Context: an optimization exercise on an open-source flow, tuned for small area and few clock cycles. The choices shown serve that exercise and are no tape-out recipe. In this exercise RTL edits were held to simulation tests only and were not proved equivalent to the original.

Setup of job 2674:
// cpu
module cpu(
    input  wire                     clk,
    input  wire                     reset_,
    input  wire [31:0]    M0BusRdData,
    input  wire                     M0BusRdy_,
    input  wire                     M0BusGrnt_,
    output wire                     M0BusReq_,
    output wire [29:0]    M0BusAddr,
    output wire                     M0BusAs_,
    input  wire [31:0]    M1BusRdData,
    input  wire                     M1BusRdy_,
    input  wire                     M1BusGrnt_,
    output wire                     M1BusReq_,
    output wire [29:0]    M1BusAddr,
    output wire                     M1BusAs_,
    output wire                     M1BusRW,
    output wire [31:0]    M1BusWrData,
    input  wire [31:0]    IFSPMRdData,
    output wire [11:0]     IFSPMAddr,
    output wire                     IFSPMAs_,
    input  wire [31:0]    MemSPMRdData,
    output wire [11:0]     MemSPMAddr,
    output wire                     MemSPMAs_,
    output wire                     MemSPMRW,
    output wire [31:0]    MemSPMWrData
);
clock: 11.0 ns
lec_check: 0
cap_margin: 20
core_margin: 2
core_utilization: 40
place_density: 0.6
slew_margin: 20
standard.sh (not shown) runs the stock make flow with config.mk's settings and CLKGATE_MAP_FILE= SYNTH_SCRIPT=/design/flow/synth_recipe.tcl, a recipe that flattens the netlist after the stock synthesis.
==> flow/flow/run.sh <==
#!/bin/bash
# Layout flow: the standard synthesis (unchanged), then a second technology mapping of
# the combinational logic only, for area (flip-flops are kept exactly as synthesis made
# them), then the standard layout from the floorplan on, with small port buffers and

set -euo pipefail
W=$(pwd)
R=$W/orfs/results/$FLOW_PLATFORM/cpu/base

bash standard.sh synth > $W/log_1_standard_synth.log 2>&1
cp $R/1_2_yosys.v $W/standard_1_2_yosys.v

export REMAP_DIR=$W
export REMAP_LIB=$FLOW_HOME/platforms/$FLOW_PLATFORM/lib/sky130_fd_sc_hd__tt_025C_1v80.lib
export REMAP_IN=$W/standard_1_2_yosys.v
export REMAP_OUT=$W/remapped_1_2_yosys.v
export REMAP_SEQ="$(grep -oE 'sky130_fd_sc_hd__(df|edf|sdf|dl)[a-z0-9]*_[0-9]+' $REMAP_IN | sort -u | sed 's/^/=/' | tr '\n' ' ')"
export REMAP_DONT="$(sed -n '/DONT_USE_CELLS += /,/^$/p' $FLOW_HOME/platforms/$FLOW_PLATFORM/config.mk | grep -oE 'sky130_fd_sc_hd__[a-z0-9_]+' | sed 's/^/-dont_use /' | tr '\n' ' ')"
yosys -c $W/flow/remap.tcl > $W/log_2_remap.log 2>&1

cp $REMAP_OUT $R/1_2_yosys.v
touch $R/1_2_yosys.v

# every port still gets its buffer, a small one
PORTBUF="-buffer_cell sky130_fd_sc_hd__buf_1"
CTSARGS="-sink_clustering_enable -repair_clock_nets -dont_use_dummy_load"
bash standard.sh "BUFFER_PORTS_ARGS=$PORTBUF" "CTS_ARGS=$CTSARGS" finish > $W/log_3_standard_layout.log 2>&1
Other scripts of this flow, unchanged in this note and not shown: flow/flow/remap.abc, flow/flow/remap.tcl
No stage failed in job 2674, and the final checks on the layout all came back clean.
Edits applied to the flow inputs when going from job 2674 to job 8464:
# job 2674
export LEC_CHECK = 0
export CAP_MARGIN = 20
export CORE_MARGIN = 2
export CORE_UTILIZATION = 40
export PLACE_DENSITY = 0.6
export SLEW_MARGIN = 20
create_clock -name core_clock -period 11.0 [get_ports {clk}]
# job 8464
export LEC_CHECK = 0
export CAP_MARGIN = 20
export CORE_MARGIN = 2
export CORE_UTILIZATION = 25
export PLACE_DENSITY = 0.45
export SLEW_MARGIN = 20
create_clock -name core_clock -period 11.0 [get_ports {clk}]
-- flow/flow/run.sh --
<<< job 2674, line 24
# every port still gets its buffer, a small one
PORTBUF="-buffer_cell sky130_fd_sc_hd__buf_1"
CTSARGS="-sink_clustering_enable -repair_clock_nets -dont_use_dummy_load"
bash standard.sh "BUFFER_PORTS_ARGS=$PORTBUF" "CTS_ARGS=$CTSARGS" finish > $W/log_3_standard_layout.log 2>&1
>>> job 8464, line 24
# every port still gets its buffer, a small one
PORTBUF="-buffer_cell sky130_fd_sc_hd__buf_1"
bash standard.sh "BUFFER_PORTS_ARGS=$PORTBUF" finish > $W/log_3_standard_layout.log 2>&1
==> comparison <==
Taking job 2674 as the reference point, the shortest period the worst path allows of job 8464 rises by 120 ps.
Relative to job 2674, the detailed route wirelength on metal2 measured on job 8464 has increased by more than 10%.
Number of well taps went up by more than half going from job 2674 to job 8464.
What job 7405 does differently from job 8464 at the input level:
# job 8464
export LEC_CHECK = 0
export CAP_MARGIN = 20
export CORE_MARGIN = 2
export CORE_UTILIZATION = 25
export PLACE_DENSITY = 0.45
export SLEW_MARGIN = 20
create_clock -name core_clock -period 11.0 [get_ports {clk}]
# job 7405
export LEC_CHECK = 0
export CAP_MARGIN = 20
export CORE_MARGIN = 2
export CORE_UTILIZATION = 35
export PLACE_DENSITY = 0.55
export SLEW_MARGIN = 20
create_clock -name core_clock -period 11.0 [get_ports {clk}]
Notes after the runs:
Job 7405 finished all stages; the layout is clean. On share of cells above drive strength 1: between job 8464 and job 7405, it ends up higher for job 8464. Utilization | job 7405 above job 8464. Between job 8464 and job 7405, count of placed standard cells including taps decreased. Between job 8464 and job 7405, the flow reports count of buffers not belonging to the clock network in the layout decreasing slightly. Against job 8464, job 7405 comes in 2 higher on count of buffering cells on the critical path with inverters included.

## afterwards: timing with drivers on the ports
In the flow no input, the clock included, has a driving cell. The finished layouts below were timed again as built, in two steps. Step 1 (the two cells are an assumption about what drives the block):
set clk [get_ports {clk}]
set_driving_cell -lib_cell sky130_fd_sc_hd__clkbuf_16 $clk
set_driving_cell -lib_cell sky130_fd_sc_hd__buf_2 [delete_from_list [all_inputs] $clk]
Step 2 times the ports against the registers' clock, not the clock port: input delays grow and output delays shrink by t, the midpoint of the rising clock arrivals with the driver on. Three values: no drivers, after step 1, after step 2; two values: the first two.
run	shift t [ns]	setup slack, ns	worst hold slack (ns)	latest minus earliest clock arrival (ns)	worst slew at a driven data input, ns
job 2674	0.859	0.338 / 0.247 / 0.395	0.481 / 0.481 / 0.481	0.092 / 0.092	0.04
job 8464	0.917	0.218 / 0.128 / 0.555	0.481 / 0.481 / 0.481	0.087 / 0.087	0.18
job 7405	0.913	0.399 / 0.399 / 0.399	0.481 / 0.481 / 0.481	0.086 / 0.087	0.04
After both steps setup and hold are still met in every run listed.
